From an optimization exercise on the open Yosys and OpenROAD flow, aimed at small area, a short achievable clock period and few clock cycles per item; shortcuts taken in it are not production practice. Only simulation tests tie the RTL to the original design; equivalence was not proved.

===== flow/config.mk =====
export PLATFORM = sky130hd
export DESIGN_NAME = mod_mul64_module
export DESIGN_NICKNAME = mod_mul64_module
export VERILOG_FILES = /design/flow/design.v
export SDC_FILE = /design/flow/constraint.sdc
export NUM_CORES = 4
export LEC_CHECK = 0
export CAP_MARGIN = 20
export CORE_MARGIN = 2
export CORE_UTILIZATION = 65
export SETUP_SLACK_MARGIN = 1.5
export SLEW_MARGIN = 20

===== flow/constraint.sdc =====
create_clock -name core_clock -period 6.0 [get_ports {clk}]
set_input_delay 1.2000 -clock core_clock [delete_from_list [all_inputs] [get_ports {clk}]]
set_output_delay 1.2000 -clock core_clock [all_outputs]
set_load 0.01 [all_outputs]

===== flow/design.v =====
`timescale 1ns / 1ps
module mod_mul64_module
#(
    parameter A_WIDTH = 64,
    parameter B_WIDTH = 64,
    parameter N_WIDTH = 64
)
(
    input clk,
    input rst,
    input start,
    input [A_WIDTH-1:0] A,
    input [B_WIDTH-1:0] B,
    input [N_WIDTH-1:0] N,
    output [N_WIDTH-1:0] P,
    output done
);
    localparam W = 68;
    localparam IDLE = 3'd0;
    localparam NORM = 3'd1;
    localparam LOOP = 3'd2;
    localparam CONV = 3'd3;
    localparam SHR  = 3'd4;
    reg [2:0] state;
    reg done_reg;
    reg [5:0] sc;
    reg [6:0] cnt;
    reg b_cur;       
    reg b_nxt;       
    reg b_nn;        
    reg md2;         
    reg md1;         
    reg mdh;         
    reg mda;         
    reg t2, t1, t0, tm1;
    reg [63:0] n_reg;
    reg [7:0] u3;    
    reg [7:0] k0;    
    reg [7:0] km1;   
    reg [W-1:0] S, C;
    wire ml = md2;
    wire hold = md1 & !(start & (state == IDLE));
    wire [W-1:0] s_in = ({W{md2}} & {S[W-2:0], 1'b0})
                      | ({W{hold}} & S)
                      | ({W{mdh}} & {1'b0, S[W-1:1]});
    wire [W-1:0] c_in = ({W{md2}} & {C[W-2:0], 1'b0})
                      | ({W{hold | mdh}} & C);
    wire q_s2 = t2;
    wire q_s1 = t1 & !t2;
    wire q_a1 = (tm1 & !t0) | mda;
    wire q_a2 = !tm1;
    wire [W-1:0] n1 = {4'b0000, n_reg};
    wire [W-1:0] n2 = {3'b000, n_reg, 1'b0};
    wire [W-1:0] y = ({W{q_a1}} & n1) | ({W{q_a2}} & n2)
                   | ({W{q_s1}} & ~n1) | ({W{q_s2}} & ~n2);
    wire neg = q_s1 | q_s2;
    wire [W-1:0] s1 = s_in ^ c_in ^ y;
    wire [W-1:0] maj1 = (s_in & c_in) | (s_in & y) | (c_in & y);
    wire [W-1:0] c1 = {maj1[W-2:0], neg};
    wire xb = ml & b_cur;
    wire [W-1:0] x = {4'b0000, {64{xb}} & A};
    wire [W-1:0] s2 = s1 ^ c1 ^ x;
    wire [W-1:0] maj2 = (s1 & c1) | (s1 & x) | (c1 & x);
    wire [W-1:0] c2 = {maj2[W-2:0], 1'b0};
    always @(posedge clk) begin
        S <= s2;
        C <= c2;
    end
    wire [7:0] u1 = S[W-3:W-10];
    wire [7:0] u2 = C[W-3:W-10];
    wire [7:0] u4 = ({8{q_a1}} & {3'b000, n_reg[63:59]})
                  | ({8{q_a2}} & {2'b00, n_reg[63:58]})
                  | ({8{q_s1}} & {3'b111, ~n_reg[63:59]})
                  | ({8{q_s2}} & {2'b11, ~n_reg[63:58]});
    wire [7:0] e_s1 = u1 ^ u2 ^ u3;
    wire [7:0] e_c1 = {(u1[6:0] & u2[6:0]) | (u1[6:0] & u3[6:0]) | (u2[6:0] & u3[6:0]), 1'b0};
    wire [7:0] e_s2 = e_s1 ^ e_c1 ^ u4;
    wire [7:0] e_c2 = {(e_s1[6:0] & e_c1[6:0]) | (e_s1[6:0] & u4[6:0]) | (e_c1[6:0] & u4[6:0]), 1'b0};
    wire lt2, lt1, lt0, ltm1;
    sign3 u_s2  (.a(e_s2), .b(e_c2), .k(8'd0), .s(lt2));
    sign3 u_s1  (.a(e_s2), .b(e_c2), .k(8'd4), .s(lt1));
    sign3 u_s0  (.a(e_s2), .b(e_c2), .k(k0),   .s(lt0));
    sign3 u_sm1 (.a(e_s2), .b(e_c2), .k(km1),  .s(ltm1));
    wire ge2 = !lt2;
    wire ge1 = !lt1;
    wire ge0 = !lt0;
    wire gem1 = !ltm1;
    wire [W-1:0] h_s = S ^ C;
    wire [W-1:0] h_c = {S[W-2:0] & C[W-2:0], 1'b0};
    wire cz_next = ~|(h_s & h_c);
    wire neg_next = h_s[W-1] ^ h_c[W-1];
    wire [6:0] cnt_3 = cnt + 7'd3;
    wire b_n3 = !cnt_3[6] & B[~cnt_3[5:0]];
    wire last = (cnt == {1'b0, sc} + 7'd63);
    wire [63:0] n_next = (state == IDLE) ? N :
                         (state == NORM) ? {n_reg[62:0], 1'b0} : n_reg;
    always @(posedge clk) begin
        n_reg <= n_next;
        k0 <= {4'b0001, n_next[62:60]} + 8'd5;
        km1 <= {3'b001, n_next[62:60], 1'b0} + 8'd6;
    end
    wire [5:0] a15 = a15_n[6:1];
    wire [6:0] a15_n = {2'b00, A[63:59]} + {1'b0, A[63:59], 1'b0};
    function [7:0] u3_of(input bh, input bl);
        u3_of = (bh & bl) ? {2'b00, a15} :
                bh ? {3'b000, A[63:59]} :
                bl ? {4'b0000, A[63:60]} : 8'd0;
    endfunction
    always @(posedge clk, posedge rst) begin
        if (rst) begin
            state <= IDLE;
            done_reg <= 1'b0;
            sc <= 6'd0;
            cnt <= 7'd0;
            b_cur <= 1'b0;
            b_nxt <= 1'b0;
            b_nn <= 1'b0;
            u3 <= 8'd0;
            md2 <= 1'b0;
            md1 <= 1'b1;
            mdh <= 1'b0;
            mda <= 1'b0;
            t2 <= 1'b0;
            t1 <= 1'b0;
            t0 <= 1'b1;
            tm1 <= 1'b1;
        end
        else begin
            md2 <= 1'b0;
            md1 <= 1'b0;
            mdh <= 1'b0;
            mda <= 1'b0;
            t2 <= 1'b0;
            t1 <= 1'b0;
            t0 <= 1'b1;
            tm1 <= 1'b1;
            case (state)
                IDLE: begin
                    b_cur <= B[63];
                    b_nxt <= B[62];
                    b_nn <= B[61];
                    u3 <= u3_of(B[63], B[62]);
                    cnt <= 7'd0;
                    sc <= 6'd0;
                    if (start) begin
                        done_reg <= 1'b0;
                        if (N[63]) begin
                            state <= LOOP;
                            md2 <= 1'b1;
                            t2 <= 1'b1;
                            t1 <= 1'b1;
                        end
                        else
                            state <= NORM;
                    end
                    else
                        md1 <= 1'b1;
                end
                NORM: begin
                    sc <= sc + 6'd1;
                    if (n_reg[62]) begin
                        state <= LOOP;
                        md2 <= 1'b1;
                        t2 <= 1'b1;
                        t1 <= 1'b1;
                    end
                end
                LOOP: begin
                    cnt <= cnt + 7'd1;
                    b_cur <= b_nxt;
                    b_nxt <= b_nn;
                    b_nn <= b_n3;
                    u3 <= u3_of(b_nxt, b_nn);
                    if (last) begin
                        state <= CONV;
                        md1 <= 1'b1;
                        mda <= 1'b1;
                    end
                    else begin
                        md2 <= 1'b1;
                        t2 <= ge2;
                        t1 <= ge1;
                        t0 <= ge0;
                        tm1 <= gem1;
                    end
                end
                CONV: begin
                    md1 <= 1'b1;
                    if (!mda && cz_next) begin
                        if (neg_next)
                            mda <= 1'b1;
                        else if (sc != 6'd0) begin
                            state <= SHR;
                            md1 <= 1'b0;
                            mdh <= 1'b1;
                        end
                        else begin
                            state <= IDLE;
                            done_reg <= 1'b1;
                        end
                    end
                end
                SHR: begin
                    sc <= sc - 6'd1;
                    if (sc == 6'd1) begin
                        state <= IDLE;
                        done_reg <= 1'b1;
                        md1 <= 1'b1;
                    end
                    else
                        mdh <= 1'b1;
                end
                default: state <= IDLE;
            endcase
        end
    end
    assign P = S[63:0];
    assign done = done_reg;
endmodule
module sign3 (
    input [7:0] a,
    input [7:0] b,
    input [7:0] k,
    output s
);
    wire [7:0] x = a ^ b ^ k;
    wire [7:0] y = {(a[6:0] & b[6:0]) | (a[6:0] & k[6:0]) | (b[6:0] & k[6:0]), 1'b0};
    wire [6:0] g0 = x[6:0] & y[6:0];
    wire [6:0] p0 = x[6:0] ^ y[6:0];
    wire [6:0] g1, p1, g2, p2, g3;
    genvar i;
    generate
        for (i = 0; i < 7; i = i + 1) begin : pf
            if (i < 1) begin : a1
                assign g1[i] = g0[i];
                assign p1[i] = p0[i];
            end else begin : b1
                assign g1[i] = g0[i] | (p0[i] & g0[i-1]);
                assign p1[i] = p0[i] & p0[i-1];
            end
            if (i < 2) begin : a2
                assign g2[i] = g1[i];
                assign p2[i] = p1[i];
            end else begin : b2
                assign g2[i] = g1[i] | (p1[i] & g1[i-2]);
                assign p2[i] = p1[i] & p1[i-2];
            end
            if (i < 4) begin : a3
                assign g3[i] = g2[i];
            end else begin : b3
                assign g3[i] = g2[i] | (p2[i] & g2[i-4]);
            end
        end
    endgenerate
    assign s = x[7] ^ y[7] ^ g3[6];
endmodule

===== flow/run.sh =====
#!/bin/bash
# synth_recipe.tcl (not shown) runs the flow's synth.tcl, then flattens the netlist and writes it again
# the make line also repeats each setting of config.mk as NAME=value (left out here)
make -C /OpenROAD-flow-scripts/flow DESIGN_CONFIG=/design/flow/config.mk WORK_HOME=/design/flow/orfs CLKGATE_MAP_FILE= SYNTH_SCRIPT=/design/flow/synth_recipe.tcl finish

==> results of run 1 <==
==> cells in the mapped netlist, drive strengths merged, types with 4 or more instances <==
cell / number / area [um^2]
nor4: 4 / 40.0
buf: 87 / 617
nand4: 11 / 68.8
o21ai: 98 / 494
dfrtp: 31 / 776
maj3: 4 / 40.0
a21oi: 41 / 205
o22ai: 4 / 25.0
fa: 151 / 3020
a31oi: 7 / 43.8
a221oi: 7 / 61.3
xnor2: 20 / 175
mux4: 17 / 383
nand3: 15 / 75.1
o31ai: 4 / 30.0
a21o: 9 / 68.8
nor3b: 4 / 30.0
and3: 67 / 420
clkbuf: 95 / 407
nor3: 13 / 65.1
edfxtp: 61 / 1830
a22o: 66 / 578
xor2: 14 / 123
a22oi: 30 / 225
nand2: 169 / 634
ha: 103 / 1290
inv: 138 / 518
o211ai: 60 / 450
mux2i: 68 / 681
a222oi: 67 / 671
nor2: 93 / 357
dfxtp: 147 / 2940
==> worst reg2reg max path, stage by stage, from the launching register on <==
cell and delay, ns:
dfstp_4 0.84, buf_8 0.35, nand2_1 0.09, o21ai_0 0.08, o21ai_0 0.10, a21o_1 0.21, inv_1 0.09, fa_1 0.40
inv_1 0.14, fa_1 0.44, ha_1 0.31, a21oi_1 0.11, o21ai_0 0.12, maj3_1 0.37, a21oi_1 0.21, xnor2_1 0.14
nand2b_1 0.07
==> routing by layer <==
metal / share of wire / wire [um]
met5: 0 / 0
met4: 0.034 / 1710
met3: 0.096 / 4780
met2: 0.48 / 24200
met1: 0.39 / 19200
==> logic make-up after synthesis <==
| kind of cell | synth area share |
|---|---|
| adder cells (fa/ha/maj) | 0.246 |
| XOR/XNOR | 0.0168 |
| AND/OR/NAND/NOR | 0.102 |
| multiplexers | 0.0609 |
| buffers and inverters | 0.0872 |
| AO/OA/AOI/OAI | 0.170 |
| flip-flops | 0.318 |
==> how the worst min path moves through the flow <==
stage               start    end  slack [ns]  depth (start not counted)
global route        u3[3]  u3[3]        0.54                          2
detailed placement  u3[3]  u3[3]        0.49                          2
global placement    u3[3]  u3[3]        0.47                          2
finish              u3[2]  u3[2]        0.52                          2
CTS                 u3[3]  u3[3]        0.51                          2
floorplan           u3[3]  u3[3]        0.45                          2
==> what timing repair did <==
| item | CTS | global route |
|---|---|---|
| hold buffers | 0 | 0 |
| endpoints found under the hold margin | 0 | 0 |
| resized for setup | 0 | 4 |
| setup endpoints to repair | 0 | 2 |
==> layout make-up <==
class,instances,area (um^2)
multi-input combinational,1177,10600
fill,1818,6140
sequential,242,5640
timing repair buffer,274,2710
clock buffer,40,774
inverter,139,522
tap,341,427
clock inverter,9,93.8
==> flow_metrics.tcl, run 1 <==
set metrics [dict create \
    synthCells 1740 \
    tightest_slew_ns 1.07 \
    grt_usage 0.351 \
    fp-row-count 60 \
    grt_util_met3 0.0554 \
    timing.fmax_mhz 241 \
    antenna_found_initial 0 \
    cp_data_required_time_ns 6.46 \
    dpl_cell_area_um2 19900 \
    rsz0062_at_grt "no" \
    met2_usage 0.602 \
    chipWidth_um 169 \
    grt_pass1_wl_um 79000 \
    place_inst 2173 \
    cts_tree "built" \
    htree_levels 1 \
    drv_slew 0 \
    die-area_um2 28600 \
    cts_made_buffers 27 \
    syn_area_um2 17700 \
    reg2reg_depth 16 \
    drtAntennaViolNets 0 \
    first_global_vias 14500 \
    finalHoldViolCount 0 \
    cts_buffer_depth 3 \
    slowest_stage "dfstp_4" \
    crit_type "reg -> reg" \
    coreArea_um2 26900 \
    ys.flop_type "dfxtp_1" \
    post-cts-setup-buffer-count 0 \
    wl_per_cell_um 22.5 \
    io_pins 260 \
    final_util 0.772 \
    largest_reg_flops 68 \
    cp-startpoint "tm1" \
    clock_sinks 242 \
    final_cell_mix "clkdlybuf4s50_1 (259), nand2_1 (167), fa_1 (151), dfxtp_1 (147), inv_1 (138)" \
    critPathCaptureType "flop" \
    critPathCapture "t0" \
    fin_setup_tns_ns 0 \
    outcome "no timing/DRC/antenna violations" \
    port_buffers 259 \
    root_buffer "clkbuf_16" \
    clock_latency_ns 0.53 \
    r2r_start "tm1" \
    final_cell_count_no_fill 2222 \
    gp_congestion 0.972 \
    route.detailed.drc 0 \
    ys_ff_latch 242 \
    worstPathArrival_ns 4.61 \
    clk_pin_slew_ns 0.06 \
    yosysSeqAreaShare 0.318 \
    syn_nets 2189 \
    drv_cap 0 \
    num_antenna_cells 0 \
    place_ws_ns 1.62 \
    viasPerCell 6.49 \
    drt-initial-drc-count 2249 \
    r2r-end "t0" \
    ys_warn_count 1 \
    layout_commonest_cell "clkdlybuf4s50_1" \
    critPathMaxStageDelay_ns 0.84 \
    crit_cells 16 \
    grt-ovfl-total 0 \
    path_buf_inv 3 \
    clock_skew_ns 0.00836 \
    ys_types 70 \
    path_delay_family "adder cells" \
    fin_hold_ws_ns 0.517 \
    grt_max_degree 108 \
    cp-start-kind "flop" \
    final_area_um2 20700 \
    first_pass_iters 10 \
    fin_ws_ns 1.84 \
    min_period_ns 4.16 \
    syn_area_per_cell_um2 10.2 \
    initial_core_util 0.659 \
    cp_max_fo 36 \
    setup_violations 0 \
    cpMostUsedCell "o21ai_0" \
    hpwl_um 36000 \
    r2r_slack_ns 1.84 \
    postSynth.asyncResetShare 0.140 \
    grtUsageMet1 0.463 \
    crit_chain "buf_8 > nand2_1 > o21ai_0 > o21ai_0 > a21o_1 > inv_1 > fa_1 > inv_1 > fa_1 > ha_1 > a21oi_1 > o21ai_0 > maj3_1 > a21oi_1 > xnor2_1 > nand2b_1" \
    fin_crit_sh 0.693 \
    dieHeight_um 169 \
    grt.busiest_layer "met2" \
    maxSlewHeadroom 0.289 \
    num-nets-final 2310 \
    synth-edff-count 61 \
    wl_um 49900 \
    via_count 14400 \
    syn_to_final_growth_pct 17.0 \
    final_layout_size_suffix_gt1_frac 0.0510 \
    hp-class "reg -> reg" \
]
Testbench counts, summed over its fixed seeds: cycles 14,248, ops 192.
==> run 2, diff against run 1 <==
--- a/flow/config.mk
+++ b/flow/config.mk
@@ -7,6 +7,5 @@
 export LEC_CHECK = 0
 export CAP_MARGIN = 20
 export CORE_MARGIN = 2
-export CORE_UTILIZATION = 65
-export SETUP_SLACK_MARGIN = 1.5
+export CORE_UTILIZATION = 40
 export SLEW_MARGIN = 20
==> run 2 against run 1 <==
Against the previous run: still clean on timing, DRC and antenna; worst setup slack got worse by 0.22 ns; clock skew rose by 0.0077 ns; first-iteration DRC count fell by 26%; critical path depth fell by 2; worst hold slack got worse by 0.025 ns; critical endpoint unchanged; highest routed layer unchanged.
==> flow_metrics.tcl, run 2 <==
set metrics [dict create \
    cts_buffer_depth 3 \
    cp-start-kind "flop" \
    grt.busiest_layer "met2" \
    syn_to_final_growth_pct 19.4 \
    synth-edff-count 61 \
    final_area_um2 21200 \
    ys_types 70 \
    cp_max_fo 20 \
    gp_congestion 0.909 \
    synth.most_common_cell "nand2_1" \
    outcome "no timing/DRC/antenna violations" \
    viasPerCell 5.59 \
    num-nets-final 2314 \
    synthCells 1740 \
    grt_util_met3 0.0379 \
    num_antenna_cells 0 \
    wl_per_cell_um 21.8 \
    largest_reg_flops 68 \
    cts_tree "built" \
    antenna_found_initial 1 \
    slowest_stage "dfrtp_1" \
    setup_violations 0 \
    multiInputGateArea_um2 10600 \
    fin_ws_ns 1.62 \
    drv_cap 0 \
    final_layout_size_suffix_gt1_frac 0.0513 \
    worstPathArrival_ns 4.88 \
    post-cts-setup-buffer-count 0 \
    first_pass_iters 7 \
    clock_sinks 242 \
    critPathMaxStageDelay_ns 0.76 \
    wl_um 54200 \
    initial_core_util 0.403 \
    hp-class "reg -> reg" \
    port_buffers 259 \
    seq_area_um2 5640 \
    coreArea_um2 43900 \
    ys_ff_latch 242 \
    ctsResizeCount 0 \
    dpl_cell_area_um2 20200 \
    maxSlewHeadroom 0.197 \
    crit_chain "inv_1 > nand2_2 > o21ai_0 > a21oi_1 > fa_1 > inv_1 > fa_1 > ha_1 > a41oi_1 > o21ai_0 > maj3_1 > a21oi_1 > xnor2_1 > nand2b_1" \
    met2_usage 0.382 \
    syn_area_um2 17700 \
    final_util 0.482 \
    route.detailed.drc 0 \
    grt_pass1_wl_um 84700 \
    cp_data_required_time_ns 6.50 \
    chipWidth_um 214 \
    layout_commonest_cell "clkdlybuf4s50_1" \
    fp-row-count 77 \
    root_buffer "clkbuf_16" \
    die-area_um2 46000 \
    critPathCaptureType "flop" \
    yosysSeqAreaShare 0.318 \
    dieHeight_um 214 \
    hpwl_um 39900 \
    timing.fmax_mhz 228 \
    nFillCells 4100 \
    min_period_ns 4.38 \
    clock_latency_ns 0.58 \
    synth.area.top_cells "fa_1 (17%), dfxtp_1 (17%), edfxtp_1 (10%)" \
    tightest_slew_ns 1.21 \
    htree_levels 1 \
    ys.flop_type "dfxtp_1" \
    synth_commonest_cells "nand2_1 (169), fa_1 (151), dfxtp_1 (147), inv_1 (138), ha_1 (103)" \
    yosys.area.top_type "fa_1" \
    syn_nets 2189 \
    drt-initial-drc-count 1658 \
    postSynth.asyncResetShare 0.140 \
    grtUsageMet1 0.324 \
    finalHoldViolCount 0 \
    drtAntennaViolNets 0 \
    synthDominantCellAreaShare 0.171 \
    syn_area_per_cell_um2 10.2 \
    cts_made_buffers 30 \
    grt-ovfl-total 0 \
    grt_max_degree 114 \
    via_count 13900 \
    final_cell_mix "clkdlybuf4s50_1 (259), nand2_1 (167), fa_1 (151), dfxtp_1 (147), inv_1 (138)" \
    drv_slew 0 \
    hold_buffers 0 \
    fin_setup_tns_ns 0 \
    crit_type "reg -> reg" \
    clk_pin_slew_ns 0.06 \
    rsz0062_at_grt "no" \
    fin_crit_sh 0.730 \
    io_pins 260 \
    grt_usage 0.234 \
    place_ws_ns 1.52 \
    clock_skew_ns 0.0161 \
    ys_warn_count 1 \
    first_global_vias 14100 \
]
-- run 2: cell families (layout without fill, tap and decap cells) --
group | Yosys count | in the layout | synth area share
AO/OA/AOI/OAI | 408 | 408 | 0.170
multiplexers | 86 | 86 | 0.0609
adder cells (fa/ha/maj) | 258 | 258 | 0.246
AND/OR/NAND/NOR | 391 | 391 | 0.102
XOR/XNOR | 34 | 34 | 0.0168
buffers and inverters | 321 | 470 | 0.0872
flip-flops | 242 | 242 | 0.318
-- run 2: final timing paths --
| check | start | to | slack [ns] | cells after the start |
|---|---|---|---|---|
| hold / removal | u3[3] | u3[3] | 0.49 | 2 |
| setup / recovery | t2 | t0 | 1.62 | 14 |
| hold reg to reg | u3[3] | u3[3] | 0.49 | 2 |
| setup reg to reg | t2 | t0 | 1.62 | 14 |
| max in group asynchronous | rst | state[0] | 4.58 | 3 |
| min in group asynchronous | rst | done_reg | 1.04 | 3 |
-- run 2: final cells by class --
class / count / area share
tap: 592 / 0.0350
inverter: 139 / 0.0247
sequential: 242 / 0.266
timing repair buffer: 275 / 0.129
clock inverter: 5 / 0.00242
clock buffer: 51 / 0.0436
multi-input combinational: 1177 / 0.499
-- run 2: critical path, delay by kind of cell, from the launching register on --
family	cells	cell delay, ns
adder cells (fa/ha/maj)	4	1.59
AO/OA/AOI/OAI	5	1.03
flip-flops	1	0.76
AND/OR/NAND/NOR	2	0.47
buffers and inverters	2	0.34
XOR/XNOR	1	0.14
-- run 2: per-layer routing --
| layer | part of all wire | up-vias | routed length [um] |
|---|---|---|---|
| li1 | - | 6453 | - |
| met1 | 0.44 | 6870 | 23800 |
| met2 | 0.47 | 481 | 25600 |
| met3 | 0.067 | 59 | 3620 |
| met4 | 0.020 | 0 | 1080 |
| met5 | 0 | - | 0 |
-- run 2: stage by stage --
step | hold slack, ns | instances
2_1_floorplan | 0.450 | 1740
3_3_place_gp | 0.469 | 2424
4_1_cts | 0.494 | 2480
6_report | 0.491 | 2481
5_1_grt | 0.525 | 2481
3_5_place_dp | 0.479 | 2424

## port drivers added, routing unchanged
In the flow no input, the clock included, has a driving cell. The finished layouts below were timed again as built, in two steps. Step 1, drivers: a clkbuf_16 drives clk and a buf_2 each remaining input, both assumed. Step 2, shift: input delay + t, output delay - t, t = (earliest + latest rising clock arrival at the registers) / 2. This alone moves slack from input paths to output paths. Three values: no drivers, after step 1, after step 2; two values: the first two.
run	t, ns	setup WS [ns]	hold slack, ns	worst slew at a driven data input, ns	pins driven straight from the clock port
run 1	0.572	1.843 / 1.843 / 1.533	0.517 / 0.517 / 0.517	0.05	1
run 2	0.625	1.622 / 1.622 / 1.446	0.491 / 0.491 / 0.491	0.06	1
After both steps setup and hold are still met in every run listed. The setup slack of run 1, which loses most, moves by 0.000 ns with the drivers and by -0.310 ns with both steps.
